This is an optimization exercise on Yosys and OpenROAD, whose aim is small area, a short achievable clock period and few clock cycles per item, not a production implementation. At most, simulation tests tie the RTL to the original design; equivalence was not proved. Only the layout flow was run in run 2; the RTL was not checked for function there. Power and IR drop assume default switching activity.

==> flow/design.v (outline; a module is shown in full before it is edited, if it fits) <==
// module multiplicacion: 2565 lines
// module fa_cell: 4 lines
// module ha_cell: 4 lines
module multiplicacion #(
    parameter N = 32
    ) (
    input logic clk, rst,
    input logic valid,
    input logic [N-1:0] A, B,
    output logic [2*N-1:0] Mult,
    output logic done
    );
  // ...
==> flow/flow/run.sh <==
#!/bin/bash
set -e
cat standard.sh > standard_sh_copy.txt
export BUFFER_PORTS_ARGS="-buffer_cell sky130_fd_sc_hd__buf_4"
bash standard.sh > standard.log 2>&1
==> flow/standard.sh <==
#!/bin/bash
# synth_recipe.tcl (not shown) runs the flow's synth.tcl, then flattens the netlist and writes it again
# the make line also repeats each setting of config.mk as NAME=value (left out here)
make -C /OpenROAD-flow-scripts/flow DESIGN_CONFIG=/design/flow/config.mk WORK_HOME=/design/flow/orfs CLKGATE_MAP_FILE= SYNTH_SCRIPT=/design/flow/synth_recipe.tcl "${@:-finish}"
==> flow/config.mk <==
export PLATFORM = sky130hd
export DESIGN_NAME = multiplicacion
export DESIGN_NICKNAME = multiplicacion
export VERILOG_FILES = /design/flow/design.v
export SDC_FILE = /design/flow/constraint.sdc
export NUM_CORES = 4
export LEC_CHECK = 0
export ABC_AREA = 1
export CAP_MARGIN = 20
export CORE_MARGIN = 2
export CORE_UTILIZATION = 62
export CTS_BUF_LIST = sky130_fd_sc_hd__clkbuf_4 sky130_fd_sc_hd__clkbuf_8
export SLEW_MARGIN = 20
export SYNTH_HIERARCHICAL = 1
==> flow/constraint.sdc <==
create_clock -name core_clock -period 5.0 [get_ports {clk}]
set_input_delay 1.0000 -clock core_clock [delete_from_list [all_inputs] [get_ports {clk}]]
set_output_delay 1.0000 -clock core_clock [all_outputs]
set_load 0.01 [all_outputs]
==> out/results.ini, run 1 <==
[pwr]
p_sw_share_pct=48.2
powerComb_mw=14.8
p_sw_mw=8.63
power-top-group=combinational cells
sequentialPowerShare_pct=11.9

[sta]
worst_slew_pin_slew_ns=0.752
post-route-period-util_pct=90.1
hold_slack_ns=0.578
hold_violations=0

[routing]
viasPerCell=6.49
first_pass_iters=6
dr.first_iter.drc_count=2161
post_drt_wl_per_cell_um=26.0
dr.max_layer_used=met4

[worst_hold_path]
whs_endpoint=done

[place]
pre_cts_ws_ns=-0.0633
place_area_mm2=0.0274

[floorplanning]
rows=73
coreArea_mm2=0.0400
io_pins=132

[finish]
non_clock_buffer_count=292
mostFrequentLayoutCells=fa_1 (511), o22ai_1 (499), xnor2_1 (489)
n_all_inverters=184
n_antenna_cell=0
final-clk-cell-share_pct=1.54

[synth]
synth_compound_area_share_pct=14.6
synth.distinct_cells=32
async_flop_share_pct=0
syn_inst=2488

[cts]
post_cts_resize_count=0

[grt]
top_usage_layer=met2
gr-usage-met1_pct=48.7
grt_overflow=0
grt_pass1_wl_mm=125
grt_pass1_vias=21700

[outcome]
outcome=complete, no violations

[critical_path]
crit_end=Mult[63]

Testbench counts, summed over its fixed seeds: cycles 2,408, items 2,400.
==> inputs of run 2 (changes only) <==
--- a/flow/design.v
+++ b/flow/design.v
@@ -1470,128 +1470,96 @@
   logic q119;
   logic q120;
   logic q121;
   logic q122;
   logic q123;
   logic q124;
   logic q125;
   logic q126;
+  logic [32:0] pp0;
   assign one0 = B[0] ^ 1'b0;
   assign two0 = (B[1] & ~B[0] & ~1'b0) | (~B[1] & B[0] & 1'b0);
-  logic [32:0] pp0;
-  logic [33:0] ax0;
-  assign ax0 = {1'b0, A, 1'b0} ^ {34{B[1]}};
-  assign neg0 = B[1] & ~(B[0] & 1'b0);
-  assign pp0 = (ax0[33:1] & {33{one0}}) | (ax0[32:0] & {33{two0}});
+  assign neg0 = B[1];
+  assign pp0 = (({1'b0, A} & {33{one0}}) | ({A, 1'b0} & {33{two0}})) ^ {33{neg0}};
+  logic [32:0] pp1;
   assign one1 = B[2] ^ B[1];
   assign two1 = (B[3] & ~B[2] & ~B[1]) | (~B[3] & B[2] & B[1]);
-  logic [32:0] pp1;
-  logic [33:0] ax1;
-  assign ax1 = {1'b0, A, 1'b0} ^ {34{B[3]}};
-  assign neg1 = B[3] & ~(B[2] & B[1]);
-  assign pp1 = (ax1[33:1] & {33{one1}}) | (ax1[32:0] & {33{two1}});
+  assign neg1 = B[3];
+  assign pp1 = (({1'b0, A} & {33{one1}}) | ({A, 1'b0} & {33{two1}})) ^ {33{neg1}};
+  logic [32:0] pp2;
   assign one2 = B[4] ^ B[3];
   assign two2 = (B[5] & ~B[4] & ~B[3]) | (~B[5] & B[4] & B[3]);
-  logic [32:0] pp2;
-  logic [33:0] ax2;
-  assign ax2 = {1'b0, A, 1'b0} ^ {34{B[5]}};
-  assign neg2 = B[5] & ~(B[4] & B[3]);
-  assign pp2 = (ax2[33:1] & {33{one2}}) | (ax2[32:0] & {33{two2}});
+  assign neg2 = B[5];
+  assign pp2 = (({1'b0, A} & {33{one2}}) | ({A, 1'b0} & {33{two2}})) ^ {33{neg2}};
+  logic [32:0] pp3;
   assign one3 = B[6] ^ B[5];
   assign two3 = (B[7] & ~B[6] & ~B[5]) | (~B[7] & B[6] & B[5]);
-  logic [32:0] pp3;
-  logic [33:0] ax3;
-  assign ax3 = {1'b0, A, 1'b0} ^ {34{B[7]}};
-  assign neg3 = B[7] & ~(B[6] & B[5]);
-  assign pp3 = (ax3[33:1] & {33{one3}}) | (ax3[32:0] & {33{two3}});
+  assign neg3 = B[7];
+  assign pp3 = (({1'b0, A} & {33{one3}}) | ({A, 1'b0} & {33{two3}})) ^ {33{neg3}};
+  logic [32:0] pp4;
   assign one4 = B[8] ^ B[7];
   assign two4 = (B[9] & ~B[8] & ~B[7]) | (~B[9] & B[8] & B[7]);
-  logic [32:0] pp4;
-  logic [33:0] ax4;
-  assign ax4 = {1'b0, A, 1'b0} ^ {34{B[9]}};
-  assign neg4 = B[9] & ~(B[8] & B[7]);
-  assign pp4 = (ax4[33:1] & {33{one4}}) | (ax4[32:0] & {33{two4}});
+  assign neg4 = B[9];
+  assign pp4 = (({1'b0, A} & {33{one4}}) | ({A, 1'b0} & {33{two4}})) ^ {33{neg4}};
+  logic [32:0] pp5;
   assign one5 = B[10] ^ B[9];
   assign two5 = (B[11] & ~B[10] & ~B[9]) | (~B[11] & B[10] & B[9]);
-  logic [32:0] pp5;
-  logic [33:0] ax5;
-  assign ax5 = {1'b0, A, 1'b0} ^ {34{B[11]}};
-  assign neg5 = B[11] & ~(B[10] & B[9]);
-  assign pp5 = (ax5[33:1] & {33{one5}}) | (ax5[32:0] & {33{two5}});
+  assign neg5 = B[11];
+  assign pp5 = (({1'b0, A} & {33{one5}}) | ({A, 1'b0} & {33{two5}})) ^ {33{neg5}};
+  logic [32:0] pp6;
   assign one6 = B[12] ^ B[11];
   assign two6 = (B[13] & ~B[12] & ~B[11]) | (~B[13] & B[12] & B[11]);
-  logic [32:0] pp6;
-  logic [33:0] ax6;
-  assign ax6 = {1'b0, A, 1'b0} ^ {34{B[13]}};
-  assign neg6 = B[13] & ~(B[12] & B[11]);
-  assign pp6 = (ax6[33:1] & {33{one6}}) | (ax6[32:0] & {33{two6}});
+  assign neg6 = B[13];
+  assign pp6 = (({1'b0, A} & {33{one6}}) | ({A, 1'b0} & {33{two6}})) ^ {33{neg6}};
+  logic [32:0] pp7;
   assign one7 = B[14] ^ B[13];
   assign two7 = (B[15] & ~B[14] & ~B[13]) | (~B[15] & B[14] & B[13]);
-  logic [32:0] pp7;
-  logic [33:0] ax7;
-  assign ax7 = {1'b0, A, 1'b0} ^ {34{B[15]}};
-  assign neg7 = B[15] & ~(B[14] & B[13]);
-  assign pp7 = (ax7[33:1] & {33{one7}}) | (ax7[32:0] & {33{two7}});
+  assign neg7 = B[15];
+  assign pp7 = (({1'b0, A} & {33{one7}}) | ({A, 1'b0} & {33{two7}})) ^ {33{neg7}};
+  logic [32:0] pp8;
   assign one8 = B[16] ^ B[15];
   assign two8 = (B[17] & ~B[16] & ~B[15]) | (~B[17] & B[16] & B[15]);
-  logic [32:0] pp8;
-  logic [33:0] ax8;
-  assign ax8 = {1'b0, A, 1'b0} ^ {34{B[17]}};
-  assign neg8 = B[17] & ~(B[16] & B[15]);
-  assign pp8 = (ax8[33:1] & {33{one8}}) | (ax8[32:0] & {33{two8}});
+  assign neg8 = B[17];
+  assign pp8 = (({1'b0, A} & {33{one8}}) | ({A, 1'b0} & {33{two8}})) ^ {33{neg8}};
+  logic [32:0] pp9;
   assign one9 = B[18] ^ B[17];
   assign two9 = (B[19] & ~B[18] & ~B[17]) | (~B[19] & B[18] & B[17]);
-  logic [32:0] pp9;
-  logic [33:0] ax9;
-  assign ax9 = {1'b0, A, 1'b0} ^ {34{B[19]}};
-  assign neg9 = B[19] & ~(B[18] & B[17]);
-  assign pp9 = (ax9[33:1] & {33{one9}}) | (ax9[32:0] & {33{two9}});
+  assign neg9 = B[19];
+  assign pp9 = (({1'b0, A} & {33{one9}}) | ({A, 1'b0} & {33{two9}})) ^ {33{neg9}};
+  logic [32:0] pp10;
   assign one10 = B[20] ^ B[19];
   assign two10 = (B[21] & ~B[20] & ~B[19]) | (~B[21] & B[20] & B[19]);
-  logic [32:0] pp10;
-  logic [33:0] ax10;
-  assign ax10 = {1'b0, A, 1'b0} ^ {34{B[21]}};
-  assign neg10 = B[21] & ~(B[20] & B[19]);
-  assign pp10 = (ax10[33:1] & {33{one10}}) | (ax10[32:0] & {33{two10}});
+  assign neg10 = B[21];
+  assign pp10 = (({1'b0, A} & {33{one10}}) | ({A, 1'b0} & {33{two10}})) ^ {33{neg10}};
+  logic [32:0] pp11;
   assign one11 = B[22] ^ B[21];
   assign two11 = (B[23] & ~B[22] & ~B[21]) | (~B[23] & B[22] & B[21]);
-  logic [32:0] pp11;
-  logic [33:0] ax11;
-  assign ax11 = {1'b0, A, 1'b0} ^ {34{B[23]}};
-  assign neg11 = B[23] & ~(B[22] & B[21]);
-  assign pp11 = (ax11[33:1] & {33{one11}}) | (ax11[32:0] & {33{two11}});
+  assign neg11 = B[23];
+  assign pp11 = (({1'b0, A} & {33{one11}}) | ({A, 1'b0} & {33{two11}})) ^ {33{neg11}};
+  logic [32:0] pp12;
   assign one12 = B[24] ^ B[23];
   assign two12 = (B[25] & ~B[24] & ~B[23]) | (~B[25] & B[24] & B[23]);
-  logic [32:0] pp12;
-  logic [33:0] ax12;
-  assign ax12 = {1'b0, A, 1'b0} ^ {34{B[25]}};
-  assign neg12 = B[25] & ~(B[24] & B[23]);
-  assign pp12 = (ax12[33:1] & {33{one12}}) | (ax12[32:0] & {33{two12}});
+  assign neg12 = B[25];
+  assign pp12 = (({1'b0, A} & {33{one12}}) | ({A, 1'b0} & {33{two12}})) ^ {33{neg12}};
+  logic [32:0] pp13;
   assign one13 = B[26] ^ B[25];
   assign two13 = (B[27] & ~B[26] & ~B[25]) | (~B[27] & B[26] & B[25]);
-  logic [32:0] pp13;
-  logic [33:0] ax13;
-  assign ax13 = {1'b0, A, 1'b0} ^ {34{B[27]}};
-  assign neg13 = B[27] & ~(B[26] & B[25]);
-  assign pp13 = (ax13[33:1] & {33{one13}}) | (ax13[32:0] & {33{two13}});
+  assign neg13 = B[27];
+  assign pp13 = (({1'b0, A} & {33{one13}}) | ({A, 1'b0} & {33{two13}})) ^ {33{neg13}};
+  logic [32:0] pp14;
   assign one14 = B[28] ^ B[27];
   assign two14 = (B[29] & ~B[28] & ~B[27]) | (~B[29] & B[28] & B[27]);
-  logic [32:0] pp14;
-  logic [33:0] ax14;
-  assign ax14 = {1'b0, A, 1'b0} ^ {34{B[29]}};
-  assign neg14 = B[29] & ~(B[28] & B[27]);
-  assign pp14 = (ax14[33:1] & {33{one14}}) | (ax14[32:0] & {33{two14}});
+  assign neg14 = B[29];
+  assign pp14 = (({1'b0, A} & {33{one14}}) | ({A, 1'b0} & {33{two14}})) ^ {33{neg14}};
+  logic [32:0] pp15;
   assign one15 = B[30] ^ B[29];
   assign two15 = (B[31] & ~B[30] & ~B[29]) | (~B[31] & B[30] & B[29]);
-  logic [32:0] pp15;
-  logic [33:0] ax15;
-  assign ax15 = {1'b0, A, 1'b0} ^ {34{B[31]}};
-  assign neg15 = B[31] & ~(B[30] & B[29]);
-  assign pp15 = (ax15[33:1] & {33{one15}}) | (ax15[32:0] & {33{two15}});
+  assign neg15 = B[31];
+  assign pp15 = (({1'b0, A} & {33{one15}}) | ({A, 1'b0} & {33{two15}})) ^ {33{neg15}};
   logic [31:0] pp16;
   assign pp16 = A & {32{B[31]}};
   ha_cell u_s1 (.a(neg12), .b(pp0[24]), .s(s1), .co(c2));
   ha_cell u_s3 (.a(pp0[25]), .b(pp1[23]), .s(s3), .co(c4));
   fa_cell u_s5 (.a(neg13), .b(pp0[26]), .c(pp1[24]), .s(s5), .co(c6));
   ha_cell u_s7 (.a(pp2[22]), .b(pp3[20]), .s(s7), .co(c8));
   fa_cell u_s9 (.a(pp0[27]), .b(pp1[25]), .c(pp2[23]), .s(s9), .co(c10));
   ha_cell u_s11 (.a(pp3[21]), .b(pp4[19]), .s(s11), .co(c12));
@@ -2563,12 +2531,16 @@
     q125 <= s1049;
     q126 <= s1051;
   end
 endmodule
 module fa_cell (input logic a, b, c, output logic s, co);
   assign s = a ^ b ^ c;
   assign co = (a & b) | (a & c) | (b & c);
 endmodule
+module booth_enc (input logic lo, mid, hi, output logic one, two);
+  assign one = mid ^ lo;
+  assign two = (hi & ~mid & ~lo) | (~hi & mid & lo);
+endmodule
 module ha_cell (input logic a, b, output logic s, co);
   assign s = a ^ b;
   assign co = a & b;
 endmodule
==> flow/config.mk (replaced) <==
export PLATFORM = sky130hd
export DESIGN_NAME = multiplicacion
export DESIGN_NICKNAME = multiplicacion
export VERILOG_FILES = /design/flow/design.v
export SDC_FILE = /design/flow/constraint.sdc
export NUM_CORES = 4
export LEC_CHECK = 0
export ABC_AREA = 1
export CAP_MARGIN = 20
export CORE_MARGIN = 2
export CORE_UTILIZATION = 55
export SLEW_MARGIN = 20
export SYNTH_HIERARCHICAL = 1
==> out/results.ini, run 2 <==
[worst_hold_path]
hold_path_class=in -> reg
hold_start=rst

[synth]
synth_area_leader_cell=fa_1
syn_inst=2577  ; +3.6%
synthFlopType=dfxtp_1
ys_seq_area_share_pct=10.1
ys_seq_elements=128
synth_area_per_cell_um2=9.82
async_flop_share_pct=0  ; unchanged
yosys.area.top_type_share_pct=40.4
synth_common_cells=xor2_1 (523), fa_1 (511), o22ai_1 (496), inv_1 (200), clkbuf_1 (156)
synth.area.top_cells=fa_1 (40%), xor2_1 (18%), o22ai_1 (12%)
synth.distinct_cells=32  ; unchanged
synth_edf_count=0
synth_area_mm2=0.0253
synth.most_common_cell=xor2_1
synth-warning-count=7

[routing]
viasPerCell=6.24  ; -3.9%
dr.first_iter.drc_count=1717  ; -21%
dr.max_layer_used=met5
wl_met2_mm=40.2
drt-met1-wl_mm=32.0
first_pass_iters=6  ; unchanged
ant_nets=0
num_vias=20500
route.met3.wl_mm=7.08
post_drt_wl_per_cell_um=25.3  ; -3.0%
drc_errors=0
drt_wl_total_mm=83.2

[critical_path]
worstSetupStartpoint=B[3]
path_cells=buf_4 > nand2_1 > nor2_1 > a21oi_2 > buf_12 > o21ai_0 > nand2_1 > fa_1 > fa_1 > fa_1 > fa_1 > fa_1 > fa_1
cp_max_fo=25
crit_path_start_kind=primary input
path_delay_family=adder cells
crit_path_top_delay_cell=fa_1
cp.buffers_inverters=2
worstPathArrival_ns=5.02
end_kind=register
cp_common_cell=fa_1
crit_required_ns=5.36
critical_path_class=in -> reg
critical_path.max_stage_delay_ns=0.55

[place]
portBuffers=131
place_area_mm2=0.0281  ; +2.4%
hpwl_mm=65.1
place_congestion=0.960
pre_cts_ws_ns=-0.112  ; -0.0486 ns
dp.cells=3261

[sta]
post-route-period-util_pct=93.1  ; +3.0 points
worst_slew_pin_slew_ns=0.677  ; -0.0749 ns
finalCriticalPeriod_ns=4.66
drv_slew=0
fmax_mhz=215
finalSetupViolations=0
timing.slew.headroom_pct=54.8
worst_slack_ns=0.345
hold_violations=0  ; unchanged
rsz0062_at_grt=no

[cts]
ctsLongestPathBuffers=2
cts_tree=done
post_cts_resize_count=0  ; unchanged
cts_made_buffers=17
hold_buffers=0
clkTransAtPathRegs_ns=0.06
root_buffer=clkbuf_16
htree_levels=4
post_cts_buffers=0
cts.sinks=128

[pwr]
sequentialPowerShare_pct=11.3  ; -0.6 points
pwr-share-clk_pct=6.5
power.share.combinational_pct=82.2
power.total_mw=19.4
internal-power_mw=10.1
p_per_area_mw_per_mm2=679
p_sw_mw=9.32  ; +8.0%
peakVddDrop_uv=989
leakagePower_nw=12.8
p_sw_share_pct=47.9  ; -0.28 points

[finish]
final_area_mm2=0.0286
regArea_mm2=0.00256
multiInputGateArea_mm2=0.0211
final_cell_count_no_fill=3294
fillCellCount=3870
mostFrequentLayoutCell=xor2_1
area_growth_pct=13.1
nets=3366
final_util_pct=63.1
layout-drive-gt1-share_pct=14.7
mostFrequentLayoutCells=xor2_1 (523), fa_1 (511), o22ai_1 (496)

[job]
max-cap-violations=0

[floorplanning]
dieArea_mm2=0.0478
die_h_um=219
coreArea_mm2=0.0454  ; +13%
io_pins=132  ; unchanged
dieWidth_um=219
initial_core_util_pct=55.8
rows=78  ; +6.8%

[grt]
grt_overflow=0  ; unchanged
grt_pass1_wl_mm=128  ; +1.8%
antenna_found_initial=3
grt_max_degree=41
grt_usage_pct=36.1
grt_pass1_vias=21700  ; +0.24%

[outcome]
outcome=complete, no violations

-- run 2: cell count changes after synthesis, sizes merged, moves of 3 or more --
cell	change
a21oi	-10
a31oi	-12
buf	+23
clkbuf	+15
ha	-47
inv	+16
nand2	+62
nand3	-15
nor2	+14
o22ai	-3
xnor2	-468
xor2	+512
-- run 2: power groups by stage --
stage          clock network [mW]  logic (mW)  registers, mW
6_report                     1.27        16.0           2.19
5_1_grt                      1.34        18.2           2.24
4_1_cts                      1.31        16.3           2.20
3_5_place_dp                    0        16.2           2.21
3_3_place_gp                    0        15.7           2.21
2_1_floorplan                   0        10.7           2.12
-- run 2: routing by layer --
metal	GRT usage [%]	up-vias
met5	0	-
met4	17.5	4
met3	8.53	256
met2	59.0	1136
met1	45.1	10400
li1	-	8767
-- run 2: final cells by class --
| type | instances | share of cell area (%) |
|---|---|---|
| inverter | 201 | 2.63 |
| tap | 600 | 2.62 |
| multi-input combinational | 2002 | 73.5 |
| sequential | 128 | 8.95 |
| timing repair buffer | 330 | 10.3 |
| clock inverter | 13 | 0.485 |
| antenna | 1 | 0.00874 |
| clock buffer | 19 | 1.51 |
-- run 2: kinds of logic after synthesis --
logic type               after synthesis  synth area share [%]
adder cells (fa/ha/maj)              619                  45.8
AO/OA/AOI/OAI                        571                  14.0
XOR/XNOR                             544                  18.8
buffers and inverters                462                  7.15
AND/OR/NAND/NOR                      252                  4.17
flip-flops                           128                  10.1
other                                  1                0.0148
-- run 2: Yosys stat by module, one instance, submodules excluded --
module / flip-flops and latches / cells / cell area [µm²] / times used
fa_cell: 0 / 1 / 20.0 / 480
ha_cell: 0 / 1 / 12.5 / 46
multiplicacion: 128 / 2051 / 15100 / 1
-- run 2: path summary, 6_finish.rpt --
| check | endpoint | slack [ns] | depth (start not counted) |
|---|---|---|---|
| setup / recovery | q100 | 0.34 | 13 |
| hold / removal | done | 0.66 | 2 |
-- run 2: stage by stage --
step | TNS (ns) | hold WS (ns)
6_report | 0 | 0.663
3_5_place_dp | -1.00 | 1.16
3_3_place_gp | -0.408 | 1.16
2_1_floorplan | 0 | 1.03
5_1_grt | 0 | 0.640
4_1_cts | 0 | 0.628

[afterwards: timing with drivers on the ports]
The flow's constraints put no driver on any port. The routed layouts listed below were extracted and timed again, unchanged, in two steps.
Step 1 (the two cells are an assumption about what drives the block):
set clk [get_ports {clk}]
set_driving_cell -lib_cell sky130_fd_sc_hd__clkbuf_16 $clk
set_driving_cell -lib_cell sky130_fd_sc_hd__buf_2 [delete_from_list [all_inputs] $clk]
Step 2 times the ports against the registers' clock, not the clock port: input delays grow and output delays shrink by t, the midpoint of the rising clock arrivals with the driver on.
Slacks: ideal ports / drivers / drivers and shift; pairs: ideal ports / drivers.
run	t (ns)	setup slack, ns	worst setup path after step 2	worst register clock-pin slew, ns
run 1	0.617	0.493 / 0.438 / -0.090	input to register	0.09 / 0.09
run 2	0.553	0.345 / 0.342 / -0.211	input to register	0.08 / 0.08
Met with ideal ports but missed after step 2: setup timing in run 1 and run 2. For run 1, which loses most, drivers alone change the setup slack by -0.055 ns; drivers and shift together by -0.583 ns.
